What follows belongs to an exercise in optimizing a design on an open flow for small area and a short achievable clock period; a production flow would make more cautious choices. In this exercise RTL edits were held to simulation tests only and were not proved equivalent to the original.

==> design.v <==
`timescale 1ns / 1ps
module baud_generator #(
    parameter CLOCK_FREQ = 50000000,   
    parameter DEFAULT_BAUD = 9600,     
    parameter OVERSAMPLING = 16        
) (
    input wire clk,                
    input wire rst_n,              
    input wire [15:0] baud_cfg,    
    output reg baud_tick           
);
    localparam DEFAULT_DIVIDER = CLOCK_FREQ / (DEFAULT_BAUD * OVERSAMPLING);
    reg [15:0] baud_divider;       
    reg [15:0] counter;            
    always @(posedge clk or negedge rst_n) begin
        if (!rst_n) begin
            baud_divider <= DEFAULT_DIVIDER;
        end else begin
            if (baud_cfg == 16'd0) begin
                baud_divider <= DEFAULT_DIVIDER;
            end else begin
                baud_divider <= CLOCK_FREQ / (baud_cfg * OVERSAMPLING);
            end
        end
    end
    always @(posedge clk or negedge rst_n) begin
        if (!rst_n) begin
            counter <= 16'd0;
            baud_tick <= 1'b0;
        end else begin
            baud_tick <= 1'b0;   
            if (counter >= baud_divider - 1) begin
                counter <= 16'd0;
                baud_tick <= 1'b1;   
            end else begin
                counter <= counter + 16'd1;
            end
        end
    end
endmodule
`timescale 1ns / 1ps
module uart_tx #(
    parameter DATA_WIDTH = 8,
    parameter STOP_BITS = 1,
    parameter PARITY_EN = 0,    
    parameter BAUD_DIV = 0      
) (
    input wire clk,                      
    input wire rst_n,                    
    input wire tx_start,                 
    input wire [DATA_WIDTH-1:0] tx_data, 
    input wire baud_tick,                
    output reg tx,                       
    output reg tx_busy,                  
    output reg tx_done                   
);
    localparam IDLE = 2'b00;
    localparam START = 2'b01;
    localparam DATA = 2'b10;
    localparam PARITY = 2'b11;
    localparam STOP = 3'b100;
    reg [2:0] state, next_state;   
    reg [DATA_WIDTH-1:0] tx_shift_reg;
    reg [3:0] bit_count;
    reg [3:0] stop_bit_count;
    reg parity_bit;
    reg [15:0] baud_counter;
    wire baud_pulse;
    generate
        if (BAUD_DIV > 0) begin
            always @(posedge clk or negedge rst_n) begin
                if (!rst_n) begin
                    baud_counter <= 0;
                end else begin
                    if (baud_counter >= BAUD_DIV - 1) begin
                        baud_counter <= 0;
                    end else begin
                        baud_counter <= baud_counter + 1'b1;
                    end
                end
            end
            assign baud_pulse = (baud_counter == 0);
        end else begin
            assign baud_pulse = baud_tick;
        end
    endgenerate
    always @(*) begin
        next_state = state;
        case (state)
            IDLE: begin
                if (tx_start)
                    next_state = START;
            end
            START: begin
                if (baud_pulse)
                    next_state = DATA;
            end
            DATA: begin
                if (baud_pulse && bit_count == DATA_WIDTH - 1)
                    next_state = (PARITY_EN > 0) ? PARITY : STOP;
            end
            PARITY: begin
                if (baud_pulse)
                    next_state = STOP;
            end
            STOP: begin
                if (baud_pulse && stop_bit_count == STOP_BITS - 1)
                    next_state = IDLE;
            end
            default: next_state = IDLE;
        endcase
    end
    always @(posedge clk or negedge rst_n) begin
        if (!rst_n) begin
            state <= IDLE;
        end else begin
            state <= next_state;
        end
    end
    always @(posedge clk or negedge rst_n) begin
        if (!rst_n) begin
            tx <= 1'b1;               
            tx_shift_reg <= 0;
            bit_count <= 0;
            stop_bit_count <= 0;
            parity_bit <= 0;
            tx_busy <= 0;
            tx_done <= 0;
        end else begin
            tx_done <= 0;   
            case (state)
                IDLE: begin
                    tx <= 1'b1;   
                    tx_busy <= 0;
                    if (tx_start) begin
                        tx_shift_reg <= tx_data;
                        tx_busy <= 1'b1;
                        if (PARITY_EN == 1) begin
                            parity_bit <= ^tx_data;
                        end else if (PARITY_EN == 2) begin
                            parity_bit <= ~(^tx_data);
                        end
                    end
                end
                START: begin
                    tx <= 1'b0;   
                    tx_busy <= 1'b1;
                    bit_count <= 0;
                    stop_bit_count <= 0;
                    if (baud_pulse) begin
                    end
                end
                DATA: begin
                    tx <= tx_shift_reg[0];   
                    tx_busy <= 1'b1;
                    if (baud_pulse) begin
                        tx_shift_reg <= {1'b0, tx_shift_reg[DATA_WIDTH-1:1]};
                        if (bit_count < DATA_WIDTH - 1) begin
                            bit_count <= bit_count + 1'b1;
                        end
                    end
                end
                PARITY: begin
                    tx <= parity_bit;
                    tx_busy <= 1'b1;
                end
                STOP: begin
                    tx <= 1'b1;   
                    tx_busy <= 1'b1;
                    if (baud_pulse) begin
                        if (stop_bit_count < STOP_BITS - 1) begin
                            stop_bit_count <= stop_bit_count + 1'b1;
                        end else begin
                            tx_done <= 1'b1;   
                        end
                    end
                end
                default: tx <= 1'b1;
            endcase
        end
    end
endmodule
`timescale 1ns / 1ps
module uart_rx #(
    parameter DATA_WIDTH = 8,
    parameter STOP_BITS = 1,
    parameter PARITY_EN = 0,    
    parameter BAUD_DIV = 0,     
    parameter SAMPLE_RATE = 16  
) (
    input wire clk,                      
    input wire rst_n,                    
    input wire rx,                       
    input wire baud_tick,                
    output reg [DATA_WIDTH-1:0] rx_data, 
    output reg rx_valid,                 
    output reg frame_error,              
    output reg parity_error,             
    output reg overrun_error             
);
    localparam IDLE = 3'b000;
    localparam START = 3'b001;
    localparam DATA = 3'b010;
    localparam PARITY = 3'b011;
    localparam STOP = 3'b100;
    reg [2:0] state, next_state;
    reg [DATA_WIDTH-1:0] rx_shift_reg;
    reg [3:0] bit_count;
    reg [3:0] stop_bit_count;
    reg [4:0] sample_count;   
    reg calculated_parity;
    reg rx_data_ready;
    reg rx_sync1, rx_sync2;
    always @(posedge clk or negedge rst_n) begin
        if (!rst_n) begin
            rx_sync1 <= 1'b1;
            rx_sync2 <= 1'b1;
        end else begin
            rx_sync1 <= rx;
            rx_sync2 <= rx_sync1;
        end
    end
    reg [15:0] baud_counter;
    wire baud_pulse;
    wire sample_pulse;
    generate
        if (BAUD_DIV > 0) begin
            always @(posedge clk or negedge rst_n) begin
                if (!rst_n) begin
                    baud_counter <= 0;
                end else begin
                    if (baud_counter >= (BAUD_DIV / SAMPLE_RATE) - 1) begin
                        baud_counter <= 0;
                    end else begin
                        baud_counter <= baud_counter + 1'b1;
                    end
                end
            end
            assign sample_pulse = (baud_counter == 0);
            reg [7:0] sample_counter;
            always @(posedge clk or negedge rst_n) begin
                if (!rst_n) begin
                    sample_counter <= 0;
                end else if (sample_pulse) begin
                    if (sample_counter >= SAMPLE_RATE - 1) begin
                        sample_counter <= 0;
                    end else begin
                        sample_counter <= sample_counter + 1'b1;
                    end
                end
            end
            assign baud_pulse = sample_pulse && (sample_counter == 0);
        end else begin
            assign sample_pulse = baud_tick;
            reg [7:0] sample_counter;
            always @(posedge clk or negedge rst_n) begin
                if (!rst_n) begin
                    sample_counter <= 0;
                end else if (sample_pulse) begin
                    if (sample_counter >= SAMPLE_RATE - 1) begin
                        sample_counter <= 0;
                    end else begin
                        sample_counter <= sample_counter + 1'b1;
                    end
                end
            end
            assign baud_pulse = sample_pulse && (sample_counter == 0);
        end
    endgenerate
    reg [2:0] rx_filter;
    reg rx_filtered;
    always @(posedge clk or negedge rst_n) begin
        if (!rst_n) begin
            rx_filter <= 3'b111;
            rx_filtered <= 1'b1;
        end else if (sample_pulse) begin
            rx_filter <= {rx_filter[1:0], rx_sync2};
            rx_filtered <= (rx_filter[2] & rx_filter[1]) | 
                           (rx_filter[2] & rx_filter[0]) | 
                           (rx_filter[1] & rx_filter[0]);
        end
    end
    always @(*) begin
        next_state = state;
        case (state)
            IDLE: begin
                if (sample_pulse && !rx_filtered)
                    next_state = START;
            end
            START: begin
                if (sample_pulse && sample_count == (SAMPLE_RATE/2) - 1) begin
                    if (rx_filtered)   
                        next_state = IDLE;
                    else               
                        next_state = DATA;
                end
            end
            DATA: begin
                if (baud_pulse && bit_count == DATA_WIDTH - 1)
                    next_state = (PARITY_EN > 0) ? PARITY : STOP;
            end
            PARITY: begin
                if (baud_pulse)
                    next_state = STOP;
            end
            STOP: begin
                if (baud_pulse && stop_bit_count == STOP_BITS - 1)
                    next_state = IDLE;
            end
            default: next_state = IDLE;
        endcase
    end
    always @(posedge clk or negedge rst_n) begin
        if (!rst_n) begin
            state <= IDLE;
        end else begin
            state <= next_state;
        end
    end
    always @(posedge clk or negedge rst_n) begin
        if (!rst_n) begin
            rx_shift_reg <= 0;
            rx_data <= 0;
            rx_valid <= 0;
            frame_error <= 0;
            parity_error <= 0;
            overrun_error <= 0;
            bit_count <= 0;
            stop_bit_count <= 0;
            sample_count <= 0;
            calculated_parity <= 0;
            rx_data_ready <= 0;
        end else begin
            rx_valid <= 0;   
            if (sample_pulse) begin
                if (state == IDLE) begin
                    sample_count <= 0;
                end else begin
                    sample_count <= sample_count + 1'b1;
                    if (sample_count >= SAMPLE_RATE - 1)
                        sample_count <= 0;
                end
            end
            case (state)
                IDLE: begin
                    frame_error <= 0;
                    parity_error <= 0;
                    if (rx_data_ready && rx_valid) begin
                        overrun_error <= 1'b1;
                    end
                    if (next_state == START) begin
                        bit_count <= 0;
                        stop_bit_count <= 0;
                        calculated_parity <= 0;
                    end
                end
                START: begin
                end
                DATA: begin
                    if (sample_pulse && sample_count == (SAMPLE_RATE/2) - 1) begin
                        rx_shift_reg <= {rx_filtered, rx_shift_reg[DATA_WIDTH-1:1]};
                        if (PARITY_EN == 1) begin
                            calculated_parity <= calculated_parity ^ rx_filtered;
                        end else if (PARITY_EN == 2) begin
                            calculated_parity <= calculated_parity ^ rx_filtered;
                        end
                    end
                    if (baud_pulse) begin
                        if (bit_count < DATA_WIDTH - 1) begin
                            bit_count <= bit_count + 1'b1;
                        end
                    end
                end
                PARITY: begin
                    if (sample_pulse && sample_count == (SAMPLE_RATE/2) - 1) begin
                        if (PARITY_EN == 1) begin
                            parity_error <= calculated_parity != rx_filtered;
                        end else if (PARITY_EN == 2) begin
                            parity_error <= calculated_parity == rx_filtered;
                        end
                    end
                end
                STOP: begin
                    if (sample_pulse && sample_count == (SAMPLE_RATE/2) - 1) begin
                        if (!rx_filtered) begin
                            frame_error <= 1'b1;   
                        end
                    end
                    if (baud_pulse) begin
                        if (stop_bit_count < STOP_BITS - 1) begin
                            stop_bit_count <= stop_bit_count + 1'b1;
                        end else begin
                            rx_data <= rx_shift_reg;
                            rx_valid <= 1'b1;
                            rx_data_ready <= 1'b1;
                            overrun_error <= 0;   
                        end
                    end
                end
                default: begin
                end
            endcase
        end
    end
endmodule
`timescale 1ns / 1ps
module uart_protocol_checker #(
    parameter DATA_WIDTH = 8
) (
    input wire clk,                       
    input wire rst_n,                     
    input wire rx_valid,                  
    input wire [DATA_WIDTH-1:0] rx_data,  
    input wire frame_error,               
    input wire parity_error,              
    input wire overrun_error,             
    output reg [7:0] frame_error_count,   
    output reg [7:0] parity_error_count,  
    output reg [7:0] overrun_error_count, 
    output reg [7:0] break_count,         
    output reg error_detected,            
    output reg [1:0] error_type,          
    output reg break_detected,            
    output reg [15:0] bytes_received,     
    output reg [15:0] packets_received,   
    input wire clear_stats                
);
    localparam BREAK_THRESHOLD = 10;      
    reg [7:0] zero_counter;               
    reg break_active;                     
    reg [3:0] idle_counter;               
    localparam PACKET_DELIMITER = 3;      
    reg prev_rx_valid;
    reg prev_frame_error;
    reg prev_parity_error;
    reg prev_overrun_error;
    always @(posedge clk or negedge rst_n) begin
        if (!rst_n) begin
            zero_counter <= 0;
            break_detected <= 1'b0;
            break_active <= 1'b0;
        end else begin
            break_detected <= 1'b0;
            if (rx_valid && (rx_data == 0) && frame_error) begin
                zero_counter <= zero_counter + 1'b1;
                if (zero_counter >= BREAK_THRESHOLD - 1 && !break_active) begin
                    break_detected <= 1'b1;   
                    break_active <= 1'b1;
                end
            end else if (rx_valid && ((rx_data != 0) || !frame_error)) begin
                zero_counter <= 0;
                break_active <= 1'b0;   
            end
        end
    end
    always @(posedge clk or negedge rst_n) begin
        if (!rst_n) begin
            idle_counter <= 0;
            packets_received <= 0;
        end else if (clear_stats) begin
            packets_received <= 0;
        end else begin
            if (rx_valid) begin
                if (rx_data == {DATA_WIDTH{1'b1}}) begin
                    if (idle_counter < PACKET_DELIMITER) begin
                        idle_counter <= idle_counter + 1'b1;
                    end
                end else begin
                    if (idle_counter >= PACKET_DELIMITER) begin
                        packets_received <= packets_received + 1'b1;
                    end
                    idle_counter <= 0;
                end
            end
        end
    end
    always @(posedge clk or negedge rst_n) begin
        if (!rst_n) begin
            frame_error_count <= 0;
            parity_error_count <= 0;
            overrun_error_count <= 0;
            break_count <= 0;
            bytes_received <= 0;
            error_detected <= 1'b0;
            error_type <= 2'b00;
            prev_rx_valid <= 1'b0;
            prev_frame_error <= 1'b0;
            prev_parity_error <= 1'b0;
            prev_overrun_error <= 1'b0;
        end else if (clear_stats) begin
            frame_error_count <= 0;
            parity_error_count <= 0;
            overrun_error_count <= 0;
            break_count <= 0;
            bytes_received <= 0;
        end else begin
            error_detected <= 1'b0;
            if (rx_valid && !prev_rx_valid) begin
                bytes_received <= bytes_received + 1'b1;
            end
            if (frame_error && !prev_frame_error) begin
                frame_error_count <= frame_error_count + 1'b1;
                error_detected <= 1'b1;
                error_type <= 2'b00;
            end
            if (parity_error && !prev_parity_error) begin
                parity_error_count <= parity_error_count + 1'b1;
                error_detected <= 1'b1;
                error_type <= 2'b01;
            end
            if (overrun_error && !prev_overrun_error) begin
                overrun_error_count <= overrun_error_count + 1'b1;
                error_detected <= 1'b1;
                error_type <= 2'b10;
            end
            if (break_detected) begin
                break_count <= break_count + 1'b1;
                error_detected <= 1'b1;
                error_type <= 2'b11;
            end
            prev_rx_valid <= rx_valid;
            prev_frame_error <= frame_error;
            prev_parity_error <= parity_error;
            prev_overrun_error <= overrun_error;
        end
    end
endmodule
`timescale 1ns / 1ps
module uart_top #(
    parameter CLOCK_FREQ = 50000000,   
    parameter DEFAULT_BAUD = 9600,     
    parameter DATA_WIDTH = 8,          
    parameter STOP_BITS = 1,           
    parameter PARITY_EN = 0,           
    parameter OVERSAMPLING = 16        
) (
    input wire clk,                      
    input wire rst_n,                    
    input wire rx,                       
    output wire tx,                      
    input wire tx_start,                 
    input wire [DATA_WIDTH-1:0] tx_data, 
    output wire tx_busy,                 
    output wire tx_done,                 
    output wire [DATA_WIDTH-1:0] rx_data, 
    output wire rx_valid,                
    input wire [15:0] baud_cfg,          
    output wire frame_error,             
    output wire parity_error,            
    output wire overrun_error,           
    output wire break_detected,          
    output wire [7:0] frame_error_count,   
    output wire [7:0] parity_error_count,  
    output wire [7:0] overrun_error_count, 
    output wire [7:0] break_count,         
    output wire [15:0] bytes_received,     
    output wire [15:0] packets_received,   
    input wire clear_stats                
);
    wire baud_tick;
    baud_generator #(
        .CLOCK_FREQ(CLOCK_FREQ),
        .DEFAULT_BAUD(DEFAULT_BAUD),
        .OVERSAMPLING(OVERSAMPLING)
    ) baud_gen (
        .clk(clk),
        .rst_n(rst_n),
        .baud_cfg(baud_cfg),
        .baud_tick(baud_tick)
    );
    uart_tx #(
        .DATA_WIDTH(DATA_WIDTH),
        .STOP_BITS(STOP_BITS),
        .PARITY_EN(PARITY_EN),
        .BAUD_DIV(0)   
    ) uart_transmitter (
        .clk(clk),
        .rst_n(rst_n),
        .tx_start(tx_start),
        .tx_data(tx_data),
        .baud_tick(baud_tick),
        .tx(tx),
        .tx_busy(tx_busy),
        .tx_done(tx_done)
    );
    uart_rx #(
        .DATA_WIDTH(DATA_WIDTH),
        .STOP_BITS(STOP_BITS),
        .PARITY_EN(PARITY_EN),
        .BAUD_DIV(0),   
        .SAMPLE_RATE(OVERSAMPLING)
    ) uart_receiver (
        .clk(clk),
        .rst_n(rst_n),
        .rx(rx),
        .baud_tick(baud_tick),
        .rx_data(rx_data),
        .rx_valid(rx_valid),
        .frame_error(frame_error),
        .parity_error(parity_error),
        .overrun_error(overrun_error)
    );
    uart_protocol_checker #(
        .DATA_WIDTH(DATA_WIDTH)
    ) protocol_checker (
        .clk(clk),
        .rst_n(rst_n),
        .rx_valid(rx_valid),
        .rx_data(rx_data),
        .frame_error(frame_error),
        .parity_error(parity_error),
        .overrun_error(overrun_error),
        .frame_error_count(frame_error_count),
        .parity_error_count(parity_error_count),
        .overrun_error_count(overrun_error_count),
        .break_count(break_count),
        .error_detected(),   
        .error_type(),       
        .break_detected(break_detected),
        .bytes_received(bytes_received),
        .packets_received(packets_received),
        .clear_stats(clear_stats)
    );
endmodule
==> run.sh <==
#!/bin/bash
# synth_recipe.tcl (not shown) runs the flow's synth.tcl, then flattens the netlist and writes it again
# the make line also repeats each setting of config.mk as NAME=value (left out here)
make -C /OpenROAD-flow-scripts/flow DESIGN_CONFIG=/design/flow/config.mk WORK_HOME=/design/flow/orfs CLKGATE_MAP_FILE= SYNTH_SCRIPT=/design/flow/synth_recipe.tcl finish
==> config.mk <==
export PLATFORM = sky130hd
export DESIGN_NAME = uart_top
export DESIGN_NICKNAME = uart_top
export VERILOG_FILES = /design/flow/design.v
export SDC_FILE = /design/flow/constraint.sdc
export NUM_CORES = 8
export LEC_CHECK = 0
export CAP_MARGIN = 20
export CORE_MARGIN = 2
export CORE_UTILIZATION = 40
export SLEW_MARGIN = 20
==> constraint.sdc <==
create_clock -name core_clock -period 72.0 [get_ports {clk}]
set_input_delay 14.4000 -clock core_clock [delete_from_list [all_inputs] [get_ports {clk}]]
set_output_delay 14.4000 -clock core_clock [all_outputs]
set_load 0.01 [all_outputs]
==> summary.txt <==
Setup path
  – Crit path kind: in -> reg
  – Reg2Reg Depth: 25
  – Crit-path max cell delay: 590 ps
  – Slowest CP cell: or4_4
  – Crit path max fanout: 14
  – Reg2Reg Setup Slack: 68,100 ps
  – Critical Path Source Type: primary input
  – Crit path DAT: 69,640 ps
  – R2r endpoint: baud_gen.counter[5]$_DFF_PN0_
  – Crit end category: flip-flop
  – Critical Path RT: 72,350 ps
  – Launching point of the worst reg2reg path: baud_gen.baud_divider[0]$_DFF_PN1_
  – Crit path top cell by count: a21oi_2

STA
  – Slew Viols, Final: 0
  – Setup violators final: 0
  – Clock skew: 17.5 ps
  – Setup_tns: 0 ps
  – Final worst slack: 2720 ps
  – Slew margin rel.: 11.4%
  – Final Hold Viols: 0
  – FMAX: 14.4 MHz
  – Crit path time final: 69,280 ps
  – Worst Tran Pin Value: 1320 ps
  – Final worst path period share: 96.2%

Placed design
  – Routability Congestion: 0.934
  – Dpl ws: -1350 ps
  – HPWL after DPL: 64,800 um
  – Port Buf Inserts: 99

Yosys
  – Asr flop ratio synth: 100%
  – Commonest cells post-synth: nor2_1 (399), ha_1 (334), nand2_1 (296), a21oi_1 (278), o21ai_0 (245)
  – YS warnings: 4
  – Cells after synthesis: 3,644
  – Synth top area share: 15.2%
  – Most numerous cell in the Yosys netlist: nor2_1
  – Sequential share of the synthesized area: 15.5%
  – Syn avg cell area: 7.57 um^2
  – #FFs+latches synth: 170
  – Synth area leader: ha_1
  – Synth unique cells: 119
  – Cell area after synthesis: 27,600 um^2
  – Synth top area cells: ha_1 (15%), dfrtp_1 (14%), nor2_1 (5.4%)
  – Number of flops mapped to enable cells by yosys: 0
  – Post-synth top flop: dfrtp_1

Finish
  – Area Overhead vs Synth: 26.3%
  – Share of post-route cells with drive strength above 1: 22.0%
  – Layout net count: 4,406
  – Antenna cells: 0

Min path
  – Hold_sp: uart_receiver.rx_sync1$_DFF_PN1_
  – Hold crit path type: reg -> reg
  – Min-Delay Endpoint: uart_receiver.rx_sync2$_DFF_PN1_
  – Min-Delay Path Depth: 0

Die
  – Initial core utilization: 40.3%
  – Core Box Area: 68,500 um^2
  – Die Y: 267 um
  – Ports: 109
  – # rows: 96
  – Total die area: 71,100 um^2
  – Die width: 267 um

Detailed routing
  – Via/cell ratio: 5.79
  – Drt drc: 0
  – ANT nets after route: 0
  – Detailed-route via count: 28.6k
  – 1st-pass router iterations: 6
  – WL/cell: 17.8 um
  – DR iter-0 viols: 2,150
  – Post-Route WL: 87,700 um

Clocking
  – Inserted Clock Buffers: 17
  – Clock root cell: clkbuf_16
  – H-tree depth: 4
  – Clk sinks: 170
  – Worst skew pair latency: 460 ps
  – Reg clk slew, reported paths: 80 ps
  – Maximum clock insertion buffer count: 2
  – TritonCTS clock tree: done

Global route
  – Largest net degree at the start of global routing: 103
  – First-pass GRT wire length: 134,000 um
  – Grt ovf: 0
  – Number of global-route vias before repair: 25.8k
  – Initial antenna violation count: 1
  – Overall Global Routing Usage: 23.1%

Outcome
  – Status: timing/DRC/antenna clean

Flow run
  – MaxCap Viol Count: 0
[what timing repair did]
item,4_1_cts,5_1_grt
hold buffers,0,0
endpoints found under the setup margin,1,2
pin swaps,12,219
gates cloned,0,3
endpoints found under the hold margin,0,0
resized for setup,30,329
buffers inserted,9,131
[worst max-delay path, delay by kind of cell]
family	cells	cell delay, ps
buf+inv	18	3020
compound gates	195	32860
fa+ha+maj	26	6920
mux	8	2750
simple gates	61	9570
[layout make-up]
cell class | count | area, um^2
clock buffer | 17 | 425
clock inverter | 15 | 211
fill | 6505 | 33600
inverter | 181 | 686
multi-input combinational | 3200 | 24200
sequential | 170 | 4270
tap | 882 | 1100
timing repair buffer | 473 | 3930
[worst max path at each step]
stage	startpoint	slack [ps]	to
after floorplan	baud_cfg[15]	20	baud_gen.baud_divider[0]$_DFF_PN1_
after global placement	baud_cfg[15]	-640	baud_gen.baud_divider[0]$_DFF_PN1_
after detailed placement	baud_cfg[15]	-1350	baud_gen.baud_divider[0]$_DFF_PN1_
after CTS	baud_cfg[15]	50	baud_gen.baud_divider[0]$_DFF_PN1_
after global routing	baud_cfg[9]	-510	baud_gen.baud_divider[0]$_DFF_PN1_
final	baud_cfg[13]	2720	baud_gen.baud_divider[0]$_DFF_PN1_
[cell families (layout without fill, tap and decap cells)]
group	Yosys count	after routing	share of synthesized area, %
mux	131	131	5.20
buf+inv	284	686	4.17
compound gates	1167	1169	28.5
fa+ha+maj	335	335	15.2
other cells	1	9	0.0136
xor+xnor	259	259	8.22
simple gates	1297	1297	23.2
flops	170	170	15.5
[metrics by stage]
stage	util, %	cell area [um^2]	cells	hold slack (ps)
2_1_floorplan	-	28100	3652	345
3_3_place_gp	45.9	31400	4763	352
3_5_place_dp	45.9	31400	4763	348
4_1_cts	47.1	32200	4804	363
5_1_grt	50.9	34800	4938	365
6_report	50.9	34800	4938	362
[metal layers]
metal / vias up / part of all wire, % / GRT usage [%] / wire (um)
li1: 14300 / - / - / -
met1: 13400 / 48 / 32.7 / 41800
met2: 780 / 45 / 37.6 / 39200
met3: 133 / 5.0 / 1.94 / 4390
met4: 2 / 2.6 / 5.78 / 2270
met5: - / 0.016 / 0 / 14
[cell usage in the layout (no fill, tap or decap), types with 36 or more instances in the layout]
master,netlist,layout
nor2_1,399,380
buf_4,13,351
nand2_1,296,288
ha_1,334,277
a21oi_1,278,228
o21ai_0,245,188
inv_1,178,174
dfrtp_1,159,159
xnor2_1,148,148
xor2_1,111,111
nand3_1,109,108
o21a_1,104,101
clkdlybuf4s50_1,0,94
a21o_1,92,91
nand2b_1,91,87
nor3_1,89,85
mux2_2,86,74
nor2b_1,49,47
ha_4,0,46
and3_1,46,45
a21oi_2,2,43
o21ai_1,16,40
o211ai_1,38,38
o31ai_1,46,37
nand4_1,36,36
mux2i_1,37,36

==> re-timing with driven ports <==
The flow's constraints put no driver on any port. The routed layout listed below was extracted and timed again, unchanged, in two steps. Step 1 assumes that a clkbuf_16 drives the clock port and a buf_2 every other input. Step 2 moves the port delays by t, midway between the first and last clock arrival at a register: inputs arrive t later, outputs are due t later. That takes back most of the time a late clock gives input paths. Slacks: ideal / step 1 / step 2; pairs: ideal / step 1.
t, ns: 0.509
slack for setup (ns): 2.717 / 2.751 / 2.242
hold WS [ns]: 0.362 / 0.362 / 0.362
slew at the worst register clock pin (ns): 0.09 / 0.09
worst slew at a driven data input, ns: 0.12
After both steps setup and hold are still met in this run. The setup slack of this run moves by +0.034 ns with the drivers and by -0.475 ns with both steps.
